From an optimization exercise on the open Yosys and OpenROAD flow, aimed at small area and a short achievable clock period; shortcuts taken in it are not production practice. Function was checked by simulation only, so behaviour that the tests miss may differ from the original. Power figures rest on the tool's default switching activity, not on a simulated workload.

`flow/run.sh`:
```
#!/bin/bash
# synth_recipe.tcl (not shown) runs the flow's synth.tcl, then flattens the netlist and writes it again
# the make line also repeats each setting of config.mk as NAME=value (left out here)
make -C /OpenROAD-flow-scripts/flow DESIGN_CONFIG=/design/flow/config.mk WORK_HOME=/design/flow/orfs CLKGATE_MAP_FILE= SYNTH_SCRIPT=/design/flow/synth_recipe.tcl finish
```
`flow/config.mk`:
```
export PLATFORM = sky130hd
export DESIGN_NAME = cpu
export DESIGN_NICKNAME = cpu
export VERILOG_FILES = /design/flow/design.v
export SDC_FILE = /design/flow/constraint.sdc
export NUM_CORES = 4
export LEC_CHECK = 0
export CAP_MARGIN = 20
export CORE_MARGIN = 2
export CORE_UTILIZATION = 60
export CTS_BUF_LIST = sky130_fd_sc_hd__clkbuf_8
export SETUP_SLACK_MARGIN = 5
export SLEW_MARGIN = 20
export SYNTH_HIERARCHICAL = 1
export SYNTH_MINIMUM_KEEP_SIZE = 0
```
`flow/constraint.sdc`:
```
create_clock -name core_clock -period 14.0 [get_ports {clk}]
set_input_delay 2.8000 -clock core_clock [delete_from_list [all_inputs] [get_ports {clk}]]
set_output_delay 2.8000 -clock core_clock [all_outputs]
set_load 0.01 [all_outputs]
```
`flow/design.v`:
```
module rf_dec (
    input  logic [4:0]  rs,
    input  logic [31:1] valid,
    output logic [31:1] sel
);
    always_comb
        for (int k = 1; k < 32; k++) sel[k] = valid[k] & (rs == k[4:0]);
endmodule
module rf_ao3n (
    input  logic [2:0] s,
    input  logic [2:0] d,
    output logic       y
);
    assign y = ~((s[0] & d[0]) | (s[1] & d[1]) | (s[2] & d[2]));
endmodule
module rf_nand4 (input logic [3:0] x, output logic y);  assign y = ~&x;  endmodule
module rf_and3  (input logic [2:0] x, output logic y);  assign y = &x;   endmodule
module rf_nor2  (input logic [1:0] x, output logic y);  assign y = ~|x;  endmodule
module rf_nand2 (input logic [1:0] x, output logic y);  assign y = ~&x;  endmodule
module rf_mux (
    input  logic [31:1] sel,
    input  logic [31:1] d,
    output logic        y
);
    logic [11:0] t;                  
    logic        u0, u1, u2, v0;
    for (genvar g = 0; g < 10; g++) begin : g_ao
        rf_ao3n u (.s(sel[3*g+3:3*g+1]), .d(d[3*g+3:3*g+1]), .y(t[g]));
    end
    rf_nand2 u_t10 (.x({sel[31], d[31]}), .y(t[10]));
    assign t[11] = 1'b1;
    rf_nand4 u_u0 (.x(t[3:0]), .y(u0));
    rf_nand4 u_u1 (.x(t[7:4]), .y(u1));
    rf_and3  u_u2 (.x(t[10:8]), .y(u2));           
    rf_nor2  u_v0 (.x({u1, u0}), .y(v0));          
    rf_nand2 u_y  (.x({u2, v0}), .y(y));
endmodule
module ks_g (input logic x, y, output logic g);  assign g = x & y;  endmodule
module ks_p (input logic x, y, output logic p);  assign p = x ^ y;  endmodule
module ks_inv (input logic x, output logic y);  assign y = ~x;  endmodule
module ks_node_n (
    input  logic gh, ph, gl, pl,
    output logic gn, pn
);
    assign gn = ~(gh | (ph & gl));
    assign pn = ~(ph & pl);
endmodule
module ks_node_p (
    input  logic gnh, pnh, gnl, pnl,
    output logic g, p
);
    assign g = ~(gnh & (pnh | gnl));
    assign p = ~(pnh | pnl);
endmodule
module ks_sum (input logic p, gn, output logic s);  assign s = ~(p ^ gn);  endmodule
module add_ks (
    input  logic [31:0] x,
    input  logic [31:0] y,
    output logic [31:0] s
);
    logic [31:0] g [0:5];
    logic [31:0] p [0:5];
    for (genvar i = 0; i < 32; i++) begin : g_in
        ks_g ug (.x(x[i]), .y(y[i]), .g(g[0][i]));
        ks_p up (.x(x[i]), .y(y[i]), .p(p[0][i]));
    end
    for (genvar l = 0; l < 5; l++) begin : g_lvl
        for (genvar i = 0; i < 32; i++) begin : g_bit
            if (i >= (1 << l)) begin : g_op
                if (l % 2 == 0) begin : g_n
                    ks_node_n u (.gh(g[l][i]), .ph(p[l][i]), .gl(g[l][i - (1 << l)]), .pl(p[l][i - (1 << l)]),
                                 .gn(g[l+1][i]), .pn(p[l+1][i]));
                end else begin : g_p
                    ks_node_p u (.gnh(g[l][i]), .pnh(p[l][i]), .gnl(g[l][i - (1 << l)]), .pnl(p[l][i - (1 << l)]),
                                 .g(g[l+1][i]), .p(p[l+1][i]));
                end
            end else begin : g_pass
                ks_inv ug (.x(g[l][i]), .y(g[l+1][i]));
                assign p[l+1][i] = 1'b0;     
            end
        end
    end
    assign s[0] = p[0][0];
    for (genvar i = 1; i < 32; i++) begin : g_sum
        ks_sum us (.p(p[0][i]), .gn(g[5][i - 1]), .s(s[i]));
    end
endmodule
module add_bk (
    input  logic [31:0] x,
    input  logic [31:0] y,
    input  logic        ci,
    output logic [31:0] s,
    output logic        co,
    output logic [31:0] p,
    output logic [31:0] g0
);
    logic [32:0] c;
    logic [31:0] gu [0:5];
    logic [31:0] pu [0:5];
    assign p  = x ^ y;
    assign g0 = x & y;
    assign gu[0] = {g0[31:1], g0[0] | (p[0] & ci)};
    assign pu[0] = p;
    for (genvar l = 0; l < 5; l++) begin : g_up
        for (genvar i = 0; i < 32; i++) begin : g_bit
            if ((i % (2 << l)) == (2 << l) - 1) begin : g_op
                assign gu[l+1][i] = gu[l][i] | (pu[l][i] & gu[l][i - (1 << l)]);
                assign pu[l+1][i] = pu[l][i] & pu[l][i - (1 << l)];
            end else begin : g_pass
                assign gu[l+1][i] = gu[l][i];
                assign pu[l+1][i] = pu[l][i];
            end
        end
    end
    logic [31:0] gd [0:5];
    assign gd[5] = gu[5];
    for (genvar l = 4; l >= 0; l--) begin : g_dn
        for (genvar i = 0; i < 32; i++) begin : g_bit
            if (((i + 1) % (2 << l)) == (1 << l) && (i + 1) >= (3 << l)) begin : g_op
                assign gd[l][i] = gd[l+1][i] | (pu[l][i] & gd[l+1][i - (1 << l)]);
            end else begin : g_pass
                assign gd[l][i] = gd[l+1][i];
            end
        end
    end
    assign c  = {gd[0], ci};
    assign s  = p ^ c[31:0];
    assign co = c[32];
endmodule
module sh_ao4 (
    input  logic [3:0] s,
    input  logic [3:0] d,
    output logic       y
);
    assign y = |(s & d);
endmodule
module sh_mux2i (
    input  logic s,
    input  logic d0,
    input  logic d1,
    output logic y
);
    assign y = ~(s ? d1 : d0);
endmodule
module shifter (
    input  logic [31:0] a,
    input  logic [4:0]  shamt,
    input  logic        left,
    input  logic        fill_in,
    output logic [31:0] y
);
    logic [31:0] x, s1, s2;
    logic [3:0]  d1, d2;
    logic        fill;
    assign fill = ~fill_in;
    assign d1 = 4'b0001 << shamt[1:0];
    assign d2 = 4'b0001 << shamt[3:2];
    for (genvar i = 0; i < 32; i++) begin : g_bit
        sh_mux2i u_in (.s(left), .d0(a[i]), .d1(a[31 - i]), .y(x[i]));
        sh_ao4 u_s1 (.s(d1), .y(s1[i]),
            .d({i + 3 < 32 ? x[(i + 3) % 32] : fill,
                i + 2 < 32 ? x[(i + 2) % 32] : fill,
                i + 1 < 32 ? x[(i + 1) % 32] : fill,
                x[i]}));
        sh_ao4 u_s2 (.s(d2), .y(s2[i]),
            .d({i + 12 < 32 ? s1[(i + 12) % 32] : fill,
                i + 8  < 32 ? s1[(i + 8) % 32]  : fill,
                i + 4  < 32 ? s1[(i + 4) % 32]  : fill,
                s1[i]}));
        sh_mux2i u_s3 (.s(shamt[4]), .d0(s2[i]), .d1(i + 16 < 32 ? s2[(i + 16) % 32] : fill), .y(y[i]));
    end
endmodule
module wb_bit (
    input  logic add, shr, shl, prop, gen, misc,
    input  logic v_add, v_shr, v_shl, v_prop, v_gen, v_misc,
    output logic y
);
    assign y = (add & v_add) | (shr & v_shr) | (shl & v_shl)
             | (prop & v_prop) | (gen & v_gen) | (misc & v_misc);
endmodule
module rf_wdec (
    input  logic        we,
    input  logic [4:0]  rd,
    output logic [31:1] wsel
);
    always_comb
        for (int k = 1; k < 32; k++) wsel[k] = we & (rd == k[4:0]);
endmodule
module cpu (
    input  logic        clk,
    input  logic        a_reset_n,
    output logic [11:0] imem_addr,
    input  logic [31:0] imem_rdata,
    output logic [30:0] dmem_addr,
    output logic        dmem_we,
    output logic [31:0] dmem_wdata,
    input  logic [31:0] dmem_rdata
);
    logic [31:0] ins;
    assign ins = imem_rdata;
    logic [6:0] opc;
    logic [2:0] f3;
    logic [4:0] rd, rs1, rs2;
    assign opc = ins[6:0];
    assign f3  = ins[14:12];
    assign rd  = ins[11:7];
    assign rs1 = ins[19:15];
    assign rs2 = ins[24:20];
    logic is_lui, is_auipc, is_jal, is_jalr, is_br, is_load, is_store, is_opimm, is_op;
    assign is_lui   = ins[5] & ins[4] & ins[2];
    assign is_auipc = ~ins[5] & ins[4] & ins[2];
    assign is_jal   = ins[6] & ins[3];
    assign is_jalr  = ins[6] & ~ins[3] & ins[2];
    assign is_br    = ins[6] & ~ins[2];
    assign is_load  = ~ins[6] & ~ins[5] & ~ins[4];
    assign is_store = ~ins[6] & ins[5] & ~ins[4];
    assign is_opimm = ~ins[5] & ins[4] & ~ins[2];
    assign is_op    = ins[5] & ins[4] & ~ins[2];
    logic [31:0] imm_i, imm_s, imm_u;
    logic [11:0] imm_b, imm_j;           
    assign imm_i = {{20{ins[31]}}, ins[31:20]};
    assign imm_s = {{20{ins[31]}}, ins[31:25], ins[11:7]};
    assign imm_u = {ins[31:12], 12'b0};
    assign imm_b = {ins[7],  ins[30:25], ins[11:8], 1'b0};
    assign imm_j = {ins[20], ins[30:21], 1'b0};
    logic [31:0] regs [1:31];
    logic [31:1] valid;
    logic [31:1] wsel;
    logic [31:0] wdata;
    logic        rf_we;
    assign rf_we = ~(is_br | is_store);        
    rf_wdec wdec (.we(rf_we), .rd(rd), .wsel(wsel));
    always_ff @(posedge clk, negedge a_reset_n) begin
        if (~a_reset_n) valid <= '0;
        else            valid <= valid | wsel;
    end
    for (genvar k = 1; k < 32; k++) begin : g_reg
        always_ff @(posedge clk) begin
            if (wsel[k]) regs[k] <= wdata;
        end
    end
    logic [31:0] a, b;
    logic [31:1] sel_a, sel_b;
    rf_dec dec_a (.rs(rs1), .valid(valid), .sel(sel_a));
    rf_dec dec_b (.rs(rs2), .valid(valid), .sel(sel_b));
    for (genvar i = 0; i < 32; i++) begin : g_bit
        logic [31:1] col;
        for (genvar k = 1; k < 32; k++) begin : g_col
            assign col[k] = regs[k][i];
        end
        rf_mux mux_a (.sel(sel_a), .d(col), .y(a[i]));
        rf_mux mux_b (.sel(sel_b), .d(col), .y(b[i]));
    end
    logic [11:0] pc, pc_next;
    logic [12:0] pc4;
    logic [11:0] pc_tgt;
    always_ff @(posedge clk, negedge a_reset_n) begin
        if (~a_reset_n) pc <= '0;
        else            pc <= pc_next;
    end
    assign imem_addr = pc;
    assign pc4    = {1'b0, pc} + 13'd4;
    assign pc_tgt = pc + (is_jal ? imm_j : imm_b);
    logic [31:0] asum;
    logic [31:0] imm_ls;
    assign imm_ls = {imm_i[31:5], (ins[5] & ~ins[6]) ? ins[11:7] : ins[24:20]};
    add_ks addr_add (.x(a), .y(imm_ls), .s(asum));
    assign dmem_addr  = asum[30:0];
    assign dmem_we    = is_store;
    assign dmem_wdata = {f3[1] ? b[31:16] : 16'b0,
                         (f3[1] | f3[0]) ? b[15:8] : 8'b0,
                         b[7:0]};
    logic [31:0] opb;
    assign opb = ins[5] ? b : imm_i;           
    logic        sub;
    assign sub = ins[6] | (f3[2:1] == 2'b01) | (ins[5] & (f3 == 3'b000) & ins[30]);
    logic [31:0] dsum, dprop, dgen;
    logic        dco;
    add_bk sub_add (.x(a), .y(opb ^ {32{sub}}), .ci(sub), .s(dsum), .co(dco), .p(dprop), .g0(dgen));
    logic ltu, lt, eq;
    assign ltu = ~dco;
    assign lt  = (a[31] ^ opb[31]) ? a[31] : dsum[31];
    assign eq  = &dprop;                       
    logic taken;
    assign taken = f3[2] ? ((f3[0] ? ltu : lt) ^ f3[1]) : (eq ^ f3[0]);
    logic [4:0]  shamt;
    logic [31:0] sh;
    logic        sh_left;
    assign shamt   = ins[5] ? b[4:0] : ins[24:20];
    assign sh_left = ~f3[2];
    shifter shf (.a(a), .shamt(shamt), .left(sh_left), .fill_in(ins[30] & f3[2] & a[31]), .y(sh));
    logic [31:0] ld, misc;
    always_comb begin
        case (f3[1:0])
            2'b00:   ld = {{24{~f3[2] & dmem_rdata[7]}},  dmem_rdata[7:0]};
            2'b01:   ld = {{16{~f3[2] & dmem_rdata[15]}}, dmem_rdata[15:0]};
            default: ld = dmem_rdata;
        endcase
    end
    always_comb begin
        if (is_load)        misc = ld;
        else if (is_lui)    misc = imm_u;
        else if (is_auipc)  misc = {ins[31:12], pc};
        else                misc = {19'b0, pc4};
    end
    logic is_alu, w_add, w_shr, w_shl, w_prop, w_gen, w_misc;
    assign is_alu = ins[4] & ~ins[2];
    assign w_add  = is_alu & (f3 == 3'b000);
    assign w_shr  = is_alu & (f3 == 3'b101);
    assign w_shl  = is_alu & (f3 == 3'b001);
    assign w_prop = is_alu & ((f3 == 3'b100) | (f3 == 3'b110));
    assign w_gen  = is_alu & ((f3 == 3'b111) | (f3 == 3'b110));
    assign w_misc = ~is_alu;
    logic [31:0] wb;
    for (genvar i = 0; i < 32; i++) begin : g_wb
        wb_bit u (.add(w_add), .shr(w_shr), .shl(w_shl), .prop(w_prop), .gen(w_gen), .misc(w_misc),
                  .v_add(dsum[i]), .v_shr(sh[i]), .v_shl(sh[31 - i]),
                  .v_prop(dprop[i]), .v_gen(dgen[i]), .v_misc(misc[i]), .y(wb[i]));
    end
    assign wdata = {wb[31:1], wb[0] | (is_alu & (f3 == 3'b010) & lt) | (is_alu & (f3 == 3'b011) & ltu)};
    always_comb begin
        if (is_jalr)                          pc_next = {asum[11:1], 1'b0};
        else if (is_jal | (is_br & taken))    pc_next = pc_tgt;
        else                                  pc_next = pc4[11:0];
    end
endmodule
```
==> results of run 1 <==
## metrics by stage
stage	util, %	cells	setup WS [ps]
floorplan	-	3548	5710
global placement	65.2	4862	2640
detailed placement	65.2	4863	2640
CTS	71.9	5247	4910
global route	73.5	5306	4650
finish	73.6	5312	4610
## power breakdown
part | switching (uW) | internal (uW) | total (uW)
registers | 75.4 | 3630 | 3700
clock network | 1210 | 1140 | 2350
logic | 1480 | 785 | 2270
total | 2760 | 5550 | 8310
## final timing paths
kind / start / endpoint / cells past startpoint
min in group asynchronous: a_reset_n / pc[5]$_DFF_PN0_ / 2
hold reg to reg: valid[28]$_DFF_PN0_ / valid[28]$_DFF_PN0_ / 1
max in group asynchronous: a_reset_n / valid[10]$_DFF_PN0_ / 2
setup / recovery: imem_rdata[16] / dmem_addr[22] / 16
setup reg to reg: valid[12]$_DFF_PN0_ / pc[2]$_DFF_PN0_ / 25
hold / removal: valid[28]$_DFF_PN0_ / valid[28]$_DFF_PN0_ / 1
## registers in the layout, summed over array words and instances, names as in the netlist
signal,flops
valid,31
pc,11
regs,992
## final cells by class
class / instances / area [sq um] / share of cell area (%)
inverters: 63 / 241 / 0.402
diodes: 7 / 17.5 / 0.0291
clock buffers: 163 / 2240 / 3.73
repair buffers: 457 / 4760 / 7.92
clock inverters: 112 / 611 / 1.02
multi-input cells: 2406 / 20100 / 33.4
well taps: 1070 / 1340 / 2.23
flip-flops and latches: 1034 / 30800 / 51.3
## what timing repair did
item	CTS	global route
gates cloned	17	10
gates resized for setup	474	203
setup buffers	92	47
hold buffers	0	0
endpoints found under the setup margin	434	174
pin swaps	182	163
## routing by layer
layer	vias up	wire, um	GRT usage [%]
li1	16900	-	-
met3	1037	38900	18.7
met4	12	18500	31.4
met2	4691	87000	67.1
met1	20600	65700	60.3
met5	-	70	0
==> out/metrics.yaml, run 1 <==
outcome:
  status: "finished clean"
timing:
  timing.slew.headroom_pct: 17.8
  drv_slew: 0
  max_freq_ghz: 0.107
  worst_pin_slew_ps: 1230
  finClkSkew_ps: 63.8
  period_needed_ps: 9390
  setup_viol: 0
  fin_tns_setup_ps: 0
  rsz0062_at_grt: "true"
  hold_violations: 0
  holdWs_ps: 488
  fin_crit_sh_pct: 67.0
critical_path:
  critical-path-top-delay-family: "simple AND/OR/NAND/NOR gates"
  critPathBufInv: 3
  crit_fanout: 16
  critPathArrivalTime_ps: 6590
  worstPathRequired_ps: 11200
  setup.worst_path.end_class: "output port"
  crit_type: "input pin to output port"
  crit_chain: "clkbuf_16, and3b_2, and3_4, bufbuf_16, a222oi_1, nand4_1, nor2_1, nand2_2, xor2_2, nand2_2, nor2_4, nand2_1, nor2_1, a21oi_2, xnor2_1, buf_2"
  slowest_stage: "nand4_1"
  r2r_setup_slack_ps: 7240
  critPathMaxStageDelay_ps: 500
  start_kind: "input pin"
synth:
  yosysWarnings: 18
  synth_nets: 3675
  synth_area_sq_um: 49400
  syn_avg_cell_area_sq_um: 13.9
  syn-instance-count: 3548
finish:
  final_common_cell: "edfxtp_1"
  fill_cells: 5165
  layout-drive-gt1-share_pct: 24.1
  design_area_sq_um: 60100
  nets: 4249
  final_cell_mix: "edfxtp_1 (992), a222oi_1 (640), nand2_1 (239), a22oi_1 (224), buf_4 (223)"
  areaGrowthSynthToFinish_pct: 21.8
global_routing:
  grt_pass1_wl_mm: 286
  grt_overflow: 0
  grt_max_degree: 47
  grt.total_usage_pct: 47.3
  antenna_found_initial: 13
  grt_pass1_vias: 40800
clocking:
  worstSkewPairLatency_ps: 880
  clock-sinks: 1034
  cts_tree: "yes"
  ctsLongestPathBuffers: 3
  cts-root-buf: "clkbuf_8"
  clk_pin_slew_ps: 60
  numCtsBuffers: 160
  h-tree-depth: 4
floorplanning:
  die_x_um: 291
  rows: 105
  die_h_um: 291
  dieArea_sq_um: 84600
  start_util_pct: 60.4
  fp.coreArea_sq_um: 81700
  ios: 142
power_and_ir_drop:
  fin_total_pwr_uw: 8310
  p_leak_uw: 0.0205
  pwr_density_cell_nw_per_um2: 138
  ir_drop_mv: 0.132
drt:
  drtAntennaViolNets: 0
  drc_errors: 0
  first_pass_iters: 14
  routed_wirelength_mm: 210
  routed_via_density: 8.14
  route.vias.total: 43200
  wl_per_cell_um: 39.6
  dr.first_iter.drc_count: 11500
place:
  place_congestion: 1.05
  place_area_sq_um: 53300
  post-dp-hpwl_mm: 123
  port_buffers: 138
run:
  drv_cap: 0
min_path:
  min_path_type: "register to register"
==> inputs of run 2 (changes only) <==
--- a/flow/config.mk
+++ b/flow/config.mk
@@ -8,8 +8,11 @@
 export CAP_MARGIN = 20
 export CORE_MARGIN = 2
-export CORE_UTILIZATION = 60
+export CORE_UTILIZATION = 70
 export CTS_BUF_LIST = sky130_fd_sc_hd__clkbuf_8
+export CTS_CLUSTER_DIAMETER = 60
+export CTS_CLUSTER_SIZE = 20
 export SETUP_SLACK_MARGIN = 5
 export SLEW_MARGIN = 20
 export SYNTH_HIERARCHICAL = 1
 export SYNTH_MINIMUM_KEEP_SIZE = 0
+export TNS_END_PERCENT = 20
==> run 2 against run 1 <==
The flow now stops in global routing (5_1_grt); synthesized cell count unchanged; synthesized area is the same.
==> out/metrics.yaml, run 2 <==
place:
  place_area_sq_um: 52900
  port_buffers: 138
  post-dp-hpwl_mm: 121
  place_congestion: 1.05
floorplanning:
  start_util_pct: 70.6
  rows: 97
  die_h_um: 270
  ios: 142
  die_x_um: 270
outcome:
  first-error: "[ERROR GRT-0232] Routing congestion too high. Check the congestion heatmap in the GUI."
  status: "stopped before the end"
  lastStage: "global routing (5_1_grt)"
synth:
  synth_nets: 3675
  syn-instance-count: 3548
  synth_area_sq_um: 49400
  yosysWarnings: 18
  syn_avg_cell_area_sq_um: 13.9
global_routing:
  grt.total_usage_pct: 82.7
  grt_overflow: 16
  grt_max_degree: 47
clocking:
  cts_hold_buf: 0
  h-tree-depth: 2
  clock-sinks: 1034
  ctsLongestPathBuffers: 3
  numCtsBuffers: 61
  cts-root-buf: "clkbuf_8"
==> run 2: repair_timing <==
action | CTS
gates cloned | 11
gates resized for setup | 471
endpoints found under the hold margin | 0
buffers inserted | 66
pin swaps | 146
setup endpoints to repair | 842
==> run 2: per-stage QoR <==
step | util [%] | worst slack, ps | cells | hold WS (ps) | total power [uW]
4_1_cts | 80.6 | 4880 | 4873 | 495 | 7140
3_5_place_dp | 75.7 | 2790 | 4703 | 465 | 5670
3_3_place_gp | 75.6 | 2880 | 4701 | 457 | 5600
2_1_floorplan | - | 5710 | 3548 | 443 | 4850
==> run 2: power by group through the flow <==
stage | sequential [uW] | clock (uW) | combinational [uW]
4_1_cts | 3710 | 1360 | 2080
3_5_place_dp | 3770 | 0 | 1890
3_3_place_gp | 3760 | 0 | 1840
2_1_floorplan | 3750 | 0 | 1110
==> run 2: worst min path at each step <==
stage	from	end	slack [ps]	cells after the start
floorplan	valid[10]$_DFF_PN0_	valid[10]$_DFF_PN0_	440	1
global placement	valid[7]$_DFF_PN0_	valid[7]$_DFF_PN0_	460	1
detailed placement	valid[11]$_DFF_PN0_	valid[11]$_DFF_PN0_	460	1
CTS	valid[11]$_DFF_PN0_	valid[11]$_DFF_PN0_	500	1
==> run 2: per-layer routing <==
metal	overflow	global-route usage [%]
met4	5	79.9
met5	0	59.8
met3	0	74.7
met2	8	93.6
met1	3	81.5

## what the ideal ports hide
Ports are ideal in the flow. The routed layout listed here was re-timed in OpenROAD.
Step 1 assumes that a clkbuf_16 drives the clock port and a buf_2 every other input.
Step 2 moves the port delays by t, midway between the first and last clock arrival at a register: inputs arrive t later, outputs are due t later. That takes back most of the time a late clock gives input paths.
Three values: no drivers, after step 1, after step 2; two values: the first two.
run: run 1
shift t [ns]: 0.916
setup WS [ns]: 4.614 / 4.399 / 3.970
worst slew at a driven data input, ns: 0.25
After both steps run 1 still meets setup and hold. The setup slack of run 1 moves by -0.215 ns with the drivers and by -0.644 ns with both steps.
